Background: an optimization exercise with open tools, aiming at small area, a short achievable clock period and few clock cycles per item. Do not read the settings as production practice.
The RTL was checked by simulation tests, not by an equivalence proof against the original design.

==> 09-23 <==
==> flow/design.v (excerpt) <==
module fft_8point_top (
    input  logic        i_clk,
    input  logic        i_rst_n,
    input  logic        i_start,
    input  logic        i_valid,
    input  logic [31:0] i_re,
    input  logic [31:0] i_im,
    output logic        o_valid,
    output logic [31:0] o_re,
    output logic [31:0] o_im,
    output logic        o_done
);
clock: 14.0 ns
lec_check: 0
cap_margin: 40
core_margin: 2
core_utilization: 40
setup_slack_margin: 5
slew_margin: 20
run.sh (not shown) runs the stock make flow with config.mk's settings and CLKGATE_MAP_FILE= SYNTH_SCRIPT=/design/flow/synth_recipe.tcl, a recipe that flattens the netlist after the stock synthesis.
==> inputs of 05-08, as changes to 09-23 <==
--- a/flow/design.v
+++ b/flow/design.v
@@ -7,14 +7,15 @@
 `timescale 1ns/1ps
 `timescale 1ns/1ps
 `timescale 1ns/1ps
 `timescale 1ns/1ps
 module fpd_s1 (
     input  logic [31:0] a,
     input  logic [31:0] b,
+    input  logic        fn,     
     output logic [67:0] q
 );
     logic        sa, sb;
     logic [7:0]  ea, eb;
     logic        za, zb, ia, ib, na, nb;
     assign sa = a[31];
     assign sb = b[31];
@@ -23,48 +24,45 @@
     assign za = (a[30:0] == 31'd0);
     assign zb = (b[30:0] == 31'd0);
     assign ia = (ea == 8'hff) && (a[22:0] == 23'd0);
     assign ib = (eb == 8'hff) && (b[22:0] == 23'd0);
     assign na = (ea == 8'hff) && (a[22:0] != 23'd0);
     assign nb = (eb == 8'hff) && (b[22:0] != 23'd0);
     logic        a_big;
-    logic [30:0] big, sml;
     assign a_big = a[30:0] >= b[30:0];
-    assign big   = a_big ? a[30:0] : b[30:0];
-    assign sml   = a_big ? b[30:0] : a[30:0];
     logic [7:0] xa, xb;
     logic [8:0] dab, dba;
-    logic [7:0] d;
     assign xa  = (ea == 8'd0) ? 8'd1 : ea;
     assign xb  = (eb == 8'd0) ? 8'd1 : eb;
     assign dab = {1'b0, xa} - {1'b0, xb};
     assign dba = {1'b0, xb} - {1'b0, xa};
-    assign d   = a_big ? dab[7:0] : dba[7:0];
-    logic [4:0] dsat;
-    assign dsat = (d[7:5] != 3'd0) ? 5'd31 : d[4:0];
+    logic [4:0] sab, sba, dsat;
+    assign sab  = (dab[7:5] != 3'd0) ? 5'd31 : dab[4:0];
+    assign sba  = (dba[7:5] != 3'd0) ? 5'd31 : dba[4:0];
+    assign dsat = a_big ? sab : sba;
     logic nan_p, nan_m, subn_pass;
-    assign nan_p = na | nb | (ia & ib & (sa ^ sb));
-    assign nan_m = na | nb | (ia & ib & ~(sa ^ sb));
-    assign subn_pass = (za ^ zb) & (big[30:23] == 8'd0);
+    assign nan_p = fn | na | nb | (ia & ib & (sa ^ sb));
+    assign nan_m = fn | na | nb | (ia & ib & ~(sa ^ sb));
+    assign subn_pass = a_big ? (zb & ~za & (ea == 8'd0)) : (za & ~zb & (eb == 8'd0));
     assign q = {nan_p, nan_m, ia | ib, subn_pass, sa, sb, a_big, dsat,
-                (big[30:23] == 8'd0) ? 8'd1 : big[30:23],
-                (big[30:23] != 8'd0), big[22:0],
-                (sml[30:23] != 8'd0), sml[22:0]};
+                a_big ? xa : xb,
+                (ea != 8'd0), a[22:0],
+                (eb != 8'd0), b[22:0]};
 endmodule
 module fpd_s2 (
     input  logic [67:0] q,
     output logic [69:0] r
 );
     logic [4:0]  dsat;
     logic [7:0]  ebig;
     logic [23:0] sigb, sigs;
     assign dsat = q[60:56];
     assign ebig = q[55:48];
-    assign sigb = q[47:24];
-    assign sigs = q[23:0];
+    assign sigb = q[61] ? q[47:24] : q[23:0];
+    assign sigs = q[61] ? q[23:0] : q[47:24];
     logic [26:0] mbig, msml;
     logic [27:0] sum;
     logic [26:0] dif;
     assign mbig = {sigb, 3'b000};
     assign msml = {sigs, 3'b000} >> dsat;
     assign sum  = {1'b0, mbig} + {1'b0, msml};
     assign dif  = mbig - msml;
@@ -157,16 +155,18 @@
     input  logic [31:0] x,
     output logic [40:0] q
 );
     logic [7:0]  ex;
     logic [22:0] fx;
     assign ex = x[30:23];
     assign fx = x[22:0];
-    logic [47:0] p;
-    assign p = {24'd0, 1'b1, fx} * 48'hB504F3;
+    logic [47:0] m, p;
+    assign m = {24'd0, 1'b1, fx};
+    assign p = (m << 24) - (m << 22) - (m << 20) + (m << 18) + (m << 16)
+             + (m << 10) + (m << 8) - (m << 4) + (m << 2) - m;
     assign q = {x[31], (ex == 8'hff) && (fx != 23'd0), (ex == 8'hff) && (fx == 23'd0),
                 (ex == 8'd0), ex, p[47:21], (fx[21:0] != 22'd0), (fx[20:0] != 21'd0)};
 endmodule
 module fmc_s2 (
     input  logic [40:0] q,
     output logic [31:0] z
 );
@@ -221,14 +221,15 @@
     logic       s0_go;      
     logic       run;        
     logic [4:0] tc;         
     logic       ov, od;     
     logic [2:0] oent;       
     logic       iss_bf, iss_top, top_w3;
     logic [2:0] ra, rb;     
+    logic [5:0] ra_oh, rb_oh;    
     logic [1:0] twm;        
     logic [2:0] wa, wb;     
     logic [1:0] mul_sel;    
     logic start_acc, load_en;
     assign start_acc = i_start & (~busy | od);
     assign load_en   = busy & ~od & i_valid & ~ld[3];
     logic       n_bf, n_top, n_w3;
@@ -249,15 +250,15 @@
         n_top = 1'b0;
         n_w3  = 1'b0;
         n_ra  = 3'd0;
         n_rb  = 3'd4;
         n_wa  = 3'd0;
         n_wb  = 3'd4;
         n_twm = 2'd0;
-        n_ms  = 2'(tc_n - 5'd6);
+        n_ms  = 2'(tc_n - 5'd5);
         if (load_en && ld[2]) begin
             n_bf = 1'b1;
             n_ra = {1'b0, ld[1:0]};
             n_rb = {1'b1, ld[1:0]};
             n_wa = {1'b0, ld[1:0]};
             n_wb = {1'b1, ld[1:0]};
         end
@@ -300,14 +301,16 @@
             od      <= 1'b0;
             oent    <= 3'd0;
             iss_bf  <= 1'b0;
             iss_top <= 1'b0;
             top_w3  <= 1'b0;
             ra      <= 3'd0;
             rb      <= 3'd4;
+            ra_oh   <= 6'd1;
+            rb_oh   <= 6'd4;
             wa      <= 3'd0;
             wb      <= 3'd4;
             twm     <= 2'd0;
             mul_sel <= 2'd0;
         end else begin
             s0_go <= load_en & ld[2];
             if (load_en) ld <= ld + 4'd1;
@@ -317,105 +320,106 @@
             od   <= run_n && (tc_n == 5'd21);
             oent <= out_entry(tc_n);
             iss_bf  <= n_bf;
             iss_top <= n_top;
             top_w3  <= n_w3;
             ra      <= n_ra;
             rb      <= n_rb;
+            ra_oh   <= 6'd1 << n_ra;
+            rb_oh   <= 6'd1 << (n_rb - 3'd2);
             wa      <= n_wa;
             wb      <= n_wb;
             twm     <= n_twm;
             mul_sel <= n_ms;
             if (od) busy <= 1'b0;
             if (start_acc) begin
                 busy  <= 1'b1;
                 ld    <= 4'd0;
                 s0_go <= 1'b0;
             end
         end
     end
     assign o_valid = ov;
     assign o_done  = od;
+    logic [31:0] rzp, rzm, izp, izm;    
     logic [31:0] fre [0:7];
     logic [31:0] fim [0:7];
     logic [31:0] ar, ai, br, bi;
     always_comb begin
-        case (ra)
-            3'd0: begin ar = fre[0]; ai = fim[0]; end
-            3'd1: begin ar = fre[1]; ai = fim[1]; end
-            3'd2: begin ar = fre[2]; ai = fim[2]; end
-            3'd3: begin ar = fre[3]; ai = fim[3]; end
-            3'd4: begin ar = fre[4]; ai = fim[4]; end
-            default: begin ar = fre[5]; ai = fim[5]; end
-        endcase
-        case (rb)
-            3'd2: begin br = fre[2]; bi = fim[2]; end
-            3'd3: begin br = fre[3]; bi = fim[3]; end
-            3'd4: begin br = fre[4]; bi = fim[4]; end
-            3'd5: begin br = fre[5]; bi = fim[5]; end
-            3'd6: begin br = fre[6]; bi = fim[6]; end
-            default: begin br = fre[7]; bi = fim[7]; end
-        endcase
+        ar = 32'd0; ai = 32'd0; br = 32'd0; bi = 32'd0;
+        for (int i = 0; i < 6; i++) begin
+            ar = ar | ({32{ra_oh[i]}} & fre[i]);
+            ai = ai | ({32{ra_oh[i]}} & fim[i]);
+            br = br | ({32{rb_oh[i]}} & fre[i + 2]);
+            bi = bi | ({32{rb_oh[i]}} & fim[i + 2]);
+        end
     end
     logic nanr, nani, infr, infi, zr_, zi_;
     assign nanr = (br[30:23] == 8'hff) && (br[22:0] != 23'd0);
     assign nani = (bi[30:23] == 8'hff) && (bi[22:0] != 23'd0);
     assign infr = (br[30:23] == 8'hff) && (br[22:0] == 23'd0);
     assign infi = (bi[30:23] == 8'hff) && (bi[22:0] == 23'd0);
     assign zr_  = (br[30:23] == 8'd0);
     assign zi_  = (bi[30:23] == 8'd0);
     logic nA, nB;
     assign nA = nanr | nani | infi;
     assign nB = nanr | infr | nani;
     logic [31:0] tr, ti;
+    logic        fr, fi;
     always_comb begin
         case (twm)
             2'd0: begin    
-                tr = nA ? QNAN : (zr_ ? 32'd0 : br);
-                ti = nB ? QNAN : (zi_ ? 32'd0 : bi);
+                tr = zr_ ? 32'd0 : br;
+                ti = zi_ ? 32'd0 : bi;
+                fr = nA;
+                fi = nB;
             end
             2'd1: begin    
-                tr = nB ? QNAN : (zi_ ? 32'd0 : bi);
-                ti = nA ? QNAN : (zr_ ? 32'd0 : {~br[31], br[30:0]});
+                tr = zi_ ? 32'd0 : bi;
+                ti = zr_ ? 32'd0 : {~br[31], br[30:0]};
+                fr = nB;
+                fi = nA;
             end
             default: begin
                 tr = br;
                 ti = bi;
+                fr = 1'b0;
+                fi = 1'b0;
             end
         endcase
     end
     logic [31:0] q0, q1;    
-    logic [31:0] mx;
+    logic [31:0] mx, mx_d;
+    logic [40:0] mq_d, mq;
+    logic [31:0] mz;
     always_comb begin
         case (mul_sel)
-            2'd0: mx = fre[5];
-            2'd1: mx = fim[5];
-            2'd2: mx = fre[7];
-            default: mx = fim[7];
+            2'd0: mx_d = rzp;
+            2'd1: mx_d = fim[5];
+            2'd2: mx_d = fre[7];
+            default: mx_d = fim[7];
         endcase
     end
-    logic [40:0] mq_d, mq;
-    logic [31:0] mz;
     fmc_s1 u_m1 (.x(mx), .q(mq_d));
     fmc_s2 u_m2 (.q(mq), .z(mz));
     always_ff @(posedge i_clk) begin
+        mx <= mx_d;
         mq <= mq_d;
         q0 <= mz;
         q1 <= q0;
     end
     logic [31:0] ra_in, rb_in, ia_in, ib_in;
     assign ra_in = iss_top ? q0 : ar;
     assign rb_in = iss_top ? q1 : tr;
     assign ia_in = iss_top ? {~q0[31], q0[30:0]} : ai;
     assign ib_in = iss_top ? q1 : ti;
     logic [67:0] rq_d, iq_d, rq, iq;
     logic [69:0] rr_d, ir_d, rr, ir;
-    logic [31:0] rzp, rzm, izp, izm;
-    fpd_s1 u_r1 (.a(ra_in), .b(rb_in), .q(rq_d));
-    fpd_s1 u_i1 (.a(ia_in), .b(ib_in), .q(iq_d));
+    fpd_s1 u_r1 (.a(ra_in), .b(rb_in), .fn(fr & ~iss_top), .q(rq_d));
+    fpd_s1 u_i1 (.a(ia_in), .b(ib_in), .fn(fi & ~iss_top), .q(iq_d));
     fpd_s2 u_r2 (.q(rq), .r(rr_d));
     fpd_s2 u_i2 (.q(iq), .r(ir_d));
     fpd_s3 u_r3 (.r(rr), .zp(rzp), .zm(rzm));
     fpd_s3 u_i3 (.r(ir), .zp(izp), .zm(izm));
     always_ff @(posedge i_clk) begin
         rq <= rq_d;
         iq <= iq_d;
==> flow/flow/run.sh (new file) <==
#!/bin/bash
set -e
echo "export SETUP_SLACK_MARGIN = 8" >> config.mk
bash standard.sh > standard.log 2>&1
==> flow/standard.sh (new file) <==
#!/bin/bash
# synth_recipe.tcl (not shown) runs the flow's synth.tcl, then flattens the netlist and writes it again
# the make line also repeats each setting of config.mk as NAME=value (left out here)
make -C /OpenROAD-flow-scripts/flow DESIGN_CONFIG=/design/flow/config.mk WORK_HOME=/design/flow/orfs CLKGATE_MAP_FILE= SYNTH_SCRIPT=/design/flow/synth_recipe.tcl "${@:-finish}"
==> flow/config.mk (replaced) <==
export PLATFORM = sky130hd
export DESIGN_NAME = fft_8point_top
export DESIGN_NICKNAME = fft_8point_top
export VERILOG_FILES = /design/flow/design.v
export SDC_FILE = /design/flow/constraint.sdc
export NUM_CORES = 4
export LEC_CHECK = 0
export CAP_MARGIN = 40
export CORE_MARGIN = 2
export CORE_UTILIZATION = 50
export SLEW_MARGIN = 20
export SETUP_SLACK_MARGIN = 8
removed: flow/run.sh
==> inputs of 05-27, as changes to 09-23 <==
--- a/flow/design.v
+++ b/flow/design.v
@@ -7,14 +7,15 @@
 `timescale 1ns/1ps
 `timescale 1ns/1ps
 `timescale 1ns/1ps
 `timescale 1ns/1ps
 module fpd_s1 (
     input  logic [31:0] a,
     input  logic [31:0] b,
+    input  logic        fn,     
     output logic [67:0] q
 );
     logic        sa, sb;
     logic [7:0]  ea, eb;
     logic        za, zb, ia, ib, na, nb;
     assign sa = a[31];
     assign sb = b[31];
@@ -23,48 +24,45 @@
     assign za = (a[30:0] == 31'd0);
     assign zb = (b[30:0] == 31'd0);
     assign ia = (ea == 8'hff) && (a[22:0] == 23'd0);
     assign ib = (eb == 8'hff) && (b[22:0] == 23'd0);
     assign na = (ea == 8'hff) && (a[22:0] != 23'd0);
     assign nb = (eb == 8'hff) && (b[22:0] != 23'd0);
     logic        a_big;
-    logic [30:0] big, sml;
     assign a_big = a[30:0] >= b[30:0];
-    assign big   = a_big ? a[30:0] : b[30:0];
-    assign sml   = a_big ? b[30:0] : a[30:0];
     logic [7:0] xa, xb;
     logic [8:0] dab, dba;
-    logic [7:0] d;
     assign xa  = (ea == 8'd0) ? 8'd1 : ea;
     assign xb  = (eb == 8'd0) ? 8'd1 : eb;
     assign dab = {1'b0, xa} - {1'b0, xb};
     assign dba = {1'b0, xb} - {1'b0, xa};
-    assign d   = a_big ? dab[7:0] : dba[7:0];
-    logic [4:0] dsat;
-    assign dsat = (d[7:5] != 3'd0) ? 5'd31 : d[4:0];
+    logic [4:0] sab, sba, dsat;
+    assign sab  = (dab[7:5] != 3'd0) ? 5'd31 : dab[4:0];
+    assign sba  = (dba[7:5] != 3'd0) ? 5'd31 : dba[4:0];
+    assign dsat = a_big ? sab : sba;
     logic nan_p, nan_m, subn_pass;
-    assign nan_p = na | nb | (ia & ib & (sa ^ sb));
-    assign nan_m = na | nb | (ia & ib & ~(sa ^ sb));
-    assign subn_pass = (za ^ zb) & (big[30:23] == 8'd0);
+    assign nan_p = fn | na | nb | (ia & ib & (sa ^ sb));
+    assign nan_m = fn | na | nb | (ia & ib & ~(sa ^ sb));
+    assign subn_pass = a_big ? (zb & ~za & (ea == 8'd0)) : (za & ~zb & (eb == 8'd0));
     assign q = {nan_p, nan_m, ia | ib, subn_pass, sa, sb, a_big, dsat,
-                (big[30:23] == 8'd0) ? 8'd1 : big[30:23],
-                (big[30:23] != 8'd0), big[22:0],
-                (sml[30:23] != 8'd0), sml[22:0]};
+                a_big ? xa : xb,
+                (ea != 8'd0), a[22:0],
+                (eb != 8'd0), b[22:0]};
 endmodule
 module fpd_s2 (
     input  logic [67:0] q,
     output logic [69:0] r
 );
     logic [4:0]  dsat;
     logic [7:0]  ebig;
     logic [23:0] sigb, sigs;
     assign dsat = q[60:56];
     assign ebig = q[55:48];
-    assign sigb = q[47:24];
-    assign sigs = q[23:0];
+    assign sigb = q[61] ? q[47:24] : q[23:0];
+    assign sigs = q[61] ? q[23:0] : q[47:24];
     logic [26:0] mbig, msml;
     logic [27:0] sum;
     logic [26:0] dif;
     assign mbig = {sigb, 3'b000};
     assign msml = {sigs, 3'b000} >> dsat;
     assign sum  = {1'b0, mbig} + {1'b0, msml};
     assign dif  = mbig - msml;
@@ -157,16 +155,18 @@
     input  logic [31:0] x,
     output logic [40:0] q
 );
     logic [7:0]  ex;
     logic [22:0] fx;
     assign ex = x[30:23];
     assign fx = x[22:0];
-    logic [47:0] p;
-    assign p = {24'd0, 1'b1, fx} * 48'hB504F3;
+    logic [47:0] m, p;
+    assign m = {24'd0, 1'b1, fx};
+    assign p = (m << 24) - (m << 22) - (m << 20) + (m << 18) + (m << 16)
+             + (m << 10) + (m << 8) - (m << 4) + (m << 2) - m;
     assign q = {x[31], (ex == 8'hff) && (fx != 23'd0), (ex == 8'hff) && (fx == 23'd0),
                 (ex == 8'd0), ex, p[47:21], (fx[21:0] != 22'd0), (fx[20:0] != 21'd0)};
 endmodule
 module fmc_s2 (
     input  logic [40:0] q,
     output logic [31:0] z
 );
@@ -221,14 +221,15 @@
     logic       s0_go;      
     logic       run;        
     logic [4:0] tc;         
     logic       ov, od;     
     logic [2:0] oent;       
     logic       iss_bf, iss_top, top_w3;
     logic [2:0] ra, rb;     
+    logic [5:0] ra_oh, rb_oh;    
     logic [1:0] twm;        
     logic [2:0] wa, wb;     
     logic [1:0] mul_sel;    
     logic start_acc, load_en;
     assign start_acc = i_start & (~busy | od);
     assign load_en   = busy & ~od & i_valid & ~ld[3];
     logic       n_bf, n_top, n_w3;
@@ -249,15 +250,15 @@
         n_top = 1'b0;
         n_w3  = 1'b0;
         n_ra  = 3'd0;
         n_rb  = 3'd4;
         n_wa  = 3'd0;
         n_wb  = 3'd4;
         n_twm = 2'd0;
-        n_ms  = 2'(tc_n - 5'd6);
+        n_ms  = 2'(tc_n - 5'd5);
         if (load_en && ld[2]) begin
             n_bf = 1'b1;
             n_ra = {1'b0, ld[1:0]};
             n_rb = {1'b1, ld[1:0]};
             n_wa = {1'b0, ld[1:0]};
             n_wb = {1'b1, ld[1:0]};
         end
@@ -300,14 +301,16 @@
             od      <= 1'b0;
             oent    <= 3'd0;
             iss_bf  <= 1'b0;
             iss_top <= 1'b0;
             top_w3  <= 1'b0;
             ra      <= 3'd0;
             rb      <= 3'd4;
+            ra_oh   <= 6'd1;
+            rb_oh   <= 6'd4;
             wa      <= 3'd0;
             wb      <= 3'd4;
             twm     <= 2'd0;
             mul_sel <= 2'd0;
         end else begin
             s0_go <= load_en & ld[2];
             if (load_en) ld <= ld + 4'd1;
@@ -317,105 +320,106 @@
             od   <= run_n && (tc_n == 5'd21);
             oent <= out_entry(tc_n);
             iss_bf  <= n_bf;
             iss_top <= n_top;
             top_w3  <= n_w3;
             ra      <= n_ra;
             rb      <= n_rb;
+            ra_oh   <= 6'd1 << n_ra;
+            rb_oh   <= 6'd1 << (n_rb - 3'd2);
             wa      <= n_wa;
             wb      <= n_wb;
             twm     <= n_twm;
             mul_sel <= n_ms;
             if (od) busy <= 1'b0;
             if (start_acc) begin
                 busy  <= 1'b1;
                 ld    <= 4'd0;
                 s0_go <= 1'b0;
             end
         end
     end
     assign o_valid = ov;
     assign o_done  = od;
+    logic [31:0] rzp, rzm, izp, izm;    
     logic [31:0] fre [0:7];
     logic [31:0] fim [0:7];
     logic [31:0] ar, ai, br, bi;
     always_comb begin
-        case (ra)
-            3'd0: begin ar = fre[0]; ai = fim[0]; end
-            3'd1: begin ar = fre[1]; ai = fim[1]; end
-            3'd2: begin ar = fre[2]; ai = fim[2]; end
-            3'd3: begin ar = fre[3]; ai = fim[3]; end
-            3'd4: begin ar = fre[4]; ai = fim[4]; end
-            default: begin ar = fre[5]; ai = fim[5]; end
-        endcase
-        case (rb)
-            3'd2: begin br = fre[2]; bi = fim[2]; end
-            3'd3: begin br = fre[3]; bi = fim[3]; end
-            3'd4: begin br = fre[4]; bi = fim[4]; end
-            3'd5: begin br = fre[5]; bi = fim[5]; end
-            3'd6: begin br = fre[6]; bi = fim[6]; end
-            default: begin br = fre[7]; bi = fim[7]; end
-        endcase
+        ar = 32'd0; ai = 32'd0; br = 32'd0; bi = 32'd0;
+        for (int i = 0; i < 6; i++) begin
+            ar = ar | ({32{ra_oh[i]}} & fre[i]);
+            ai = ai | ({32{ra_oh[i]}} & fim[i]);
+            br = br | ({32{rb_oh[i]}} & fre[i + 2]);
+            bi = bi | ({32{rb_oh[i]}} & fim[i + 2]);
+        end
     end
     logic nanr, nani, infr, infi, zr_, zi_;
     assign nanr = (br[30:23] == 8'hff) && (br[22:0] != 23'd0);
     assign nani = (bi[30:23] == 8'hff) && (bi[22:0] != 23'd0);
     assign infr = (br[30:23] == 8'hff) && (br[22:0] == 23'd0);
     assign infi = (bi[30:23] == 8'hff) && (bi[22:0] == 23'd0);
     assign zr_  = (br[30:23] == 8'd0);
     assign zi_  = (bi[30:23] == 8'd0);
     logic nA, nB;
     assign nA = nanr | nani | infi;
     assign nB = nanr | infr | nani;
     logic [31:0] tr, ti;
+    logic        fr, fi;
     always_comb begin
         case (twm)
             2'd0: begin    
-                tr = nA ? QNAN : (zr_ ? 32'd0 : br);
-                ti = nB ? QNAN : (zi_ ? 32'd0 : bi);
+                tr = zr_ ? 32'd0 : br;
+                ti = zi_ ? 32'd0 : bi;
+                fr = nA;
+                fi = nB;
             end
             2'd1: begin    
-                tr = nB ? QNAN : (zi_ ? 32'd0 : bi);
-                ti = nA ? QNAN : (zr_ ? 32'd0 : {~br[31], br[30:0]});
+                tr = zi_ ? 32'd0 : bi;
+                ti = zr_ ? 32'd0 : {~br[31], br[30:0]};
+                fr = nB;
+                fi = nA;
             end
             default: begin
                 tr = br;
                 ti = bi;
+                fr = 1'b0;
+                fi = 1'b0;
             end
         endcase
     end
     logic [31:0] q0, q1;    
-    logic [31:0] mx;
+    logic [31:0] mx, mx_d;
+    logic [40:0] mq_d, mq;
+    logic [31:0] mz;
     always_comb begin
         case (mul_sel)
-            2'd0: mx = fre[5];
-            2'd1: mx = fim[5];
-            2'd2: mx = fre[7];
-            default: mx = fim[7];
+            2'd0: mx_d = rzp;
+            2'd1: mx_d = fim[5];
+            2'd2: mx_d = fre[7];
+            default: mx_d = fim[7];
         endcase
     end
-    logic [40:0] mq_d, mq;
-    logic [31:0] mz;
     fmc_s1 u_m1 (.x(mx), .q(mq_d));
     fmc_s2 u_m2 (.q(mq), .z(mz));
     always_ff @(posedge i_clk) begin
+        mx <= mx_d;
         mq <= mq_d;
         q0 <= mz;
         q1 <= q0;
     end
     logic [31:0] ra_in, rb_in, ia_in, ib_in;
     assign ra_in = iss_top ? q0 : ar;
     assign rb_in = iss_top ? q1 : tr;
     assign ia_in = iss_top ? {~q0[31], q0[30:0]} : ai;
     assign ib_in = iss_top ? q1 : ti;
     logic [67:0] rq_d, iq_d, rq, iq;
     logic [69:0] rr_d, ir_d, rr, ir;
-    logic [31:0] rzp, rzm, izp, izm;
-    fpd_s1 u_r1 (.a(ra_in), .b(rb_in), .q(rq_d));
-    fpd_s1 u_i1 (.a(ia_in), .b(ib_in), .q(iq_d));
+    fpd_s1 u_r1 (.a(ra_in), .b(rb_in), .fn(fr & ~iss_top), .q(rq_d));
+    fpd_s1 u_i1 (.a(ia_in), .b(ib_in), .fn(fi & ~iss_top), .q(iq_d));
     fpd_s2 u_r2 (.q(rq), .r(rr_d));
     fpd_s2 u_i2 (.q(iq), .r(ir_d));
     fpd_s3 u_r3 (.r(rr), .zp(rzp), .zm(rzm));
     fpd_s3 u_i3 (.r(ir), .zp(izp), .zm(izm));
     always_ff @(posedge i_clk) begin
         rq <= rq_d;
         iq <= iq_d;
==> flow/config.mk (replaced) <==
export PLATFORM = sky130hd
export DESIGN_NAME = fft_8point_top
export DESIGN_NICKNAME = fft_8point_top
export VERILOG_FILES = /design/flow/design.v
export SDC_FILE = /design/flow/constraint.sdc
export NUM_CORES = 4
export LEC_CHECK = 0
export CAP_MARGIN = 40
export CORE_MARGIN = 2
export CORE_UTILIZATION = 50
export SETUP_SLACK_MARGIN = 5
export SLEW_MARGIN = 20
==> impl_metrics.yaml <==
run_status:
  status: "no timing/DRC/antenna violations"
setup_path:
  critPathArrivalTime_ns: 6.72
  r2r_start: "rb_oh[3]"
  critPathCapture: "iq[58]"
timing:
  finClkSkew_ns: 0.08294
global_route:
  first_global_vias: 71100
floorplan:
  n_tap_cell: 2044
final_layout:
  seq_area_mm2: 0.02531
  fin_nets: 9418
synthesis:
  synthXorXnorAreaFrac_pct: 2.227
route:
  wl_met1_um: 138500
cts:
  cts_buffers: 113
That was 05-08.
==> impl_metrics.yaml <==
run_status:
  status: "no timing/DRC/antenna violations"
setup_path:
  critPathArrivalTime_ns: 9.21
  r2r_start: "rb[2]"
  critPathCapture: "rq[60]"
final_layout:
  fin_nets: 9874
  seq_area_mm2: 0.02434
synthesis:
  synthXorXnorAreaFrac_pct: 2.186
floorplan:
  n_tap_cell: 2656
That was 09-23.
==> impl_metrics.yaml <==
route:
  wl_met1_um: 135300
timing:
  finClkSkew_ns: 0.06310
global_route:
  first_global_vias: 70990
final_layout:
  seq_area_mm2: 0.02523
  fin_nets: 9240
run_status:
  status: "no timing/DRC/antenna violations"
That was 05-27.
Testbench counts of 09-23, summed over its fixed seeds: cycles 7,688, items 256.
Testbench counts of 05-08, summed over its fixed seeds: cycles 7,688, items 256.
Testbench counts of 05-27, summed over its fixed seeds: cycles 7,688, items 256.

-- re-timing with driven ports --
Ports are ideal in the flow. The routed layouts listed here were re-timed in OpenROAD. Step 1: set_driving_cell puts a clkbuf_16 on i_clk and a buf_2 on each other input, an assumption about the parent block. Step 2, shift: input delay + t, output delay - t, t = (earliest + latest rising clock arrival at the registers) / 2. This alone moves slack from input paths to output paths. a / b / c = ideal ports / drivers / drivers and shift; a / b = the first two.
| run | shift t [ns] | slack for setup (ns) | cell pins on the clock port's net |
|---|---|---|---|
| 09-23 | 0.883 | 5.434 / 5.434 / 5.434 | 1 |
| 05-08 | 0.865 | 7.935 / 7.881 / 7.272 | 1 |
| 05-27 | 0.867 | 6.572 / 6.572 / 6.572 | 1 |
After both steps setup and hold are still met in every run listed. For 05-08, which loses most, drivers alone change the setup slack by -0.054 ns; drivers and shift together by -0.663 ns.
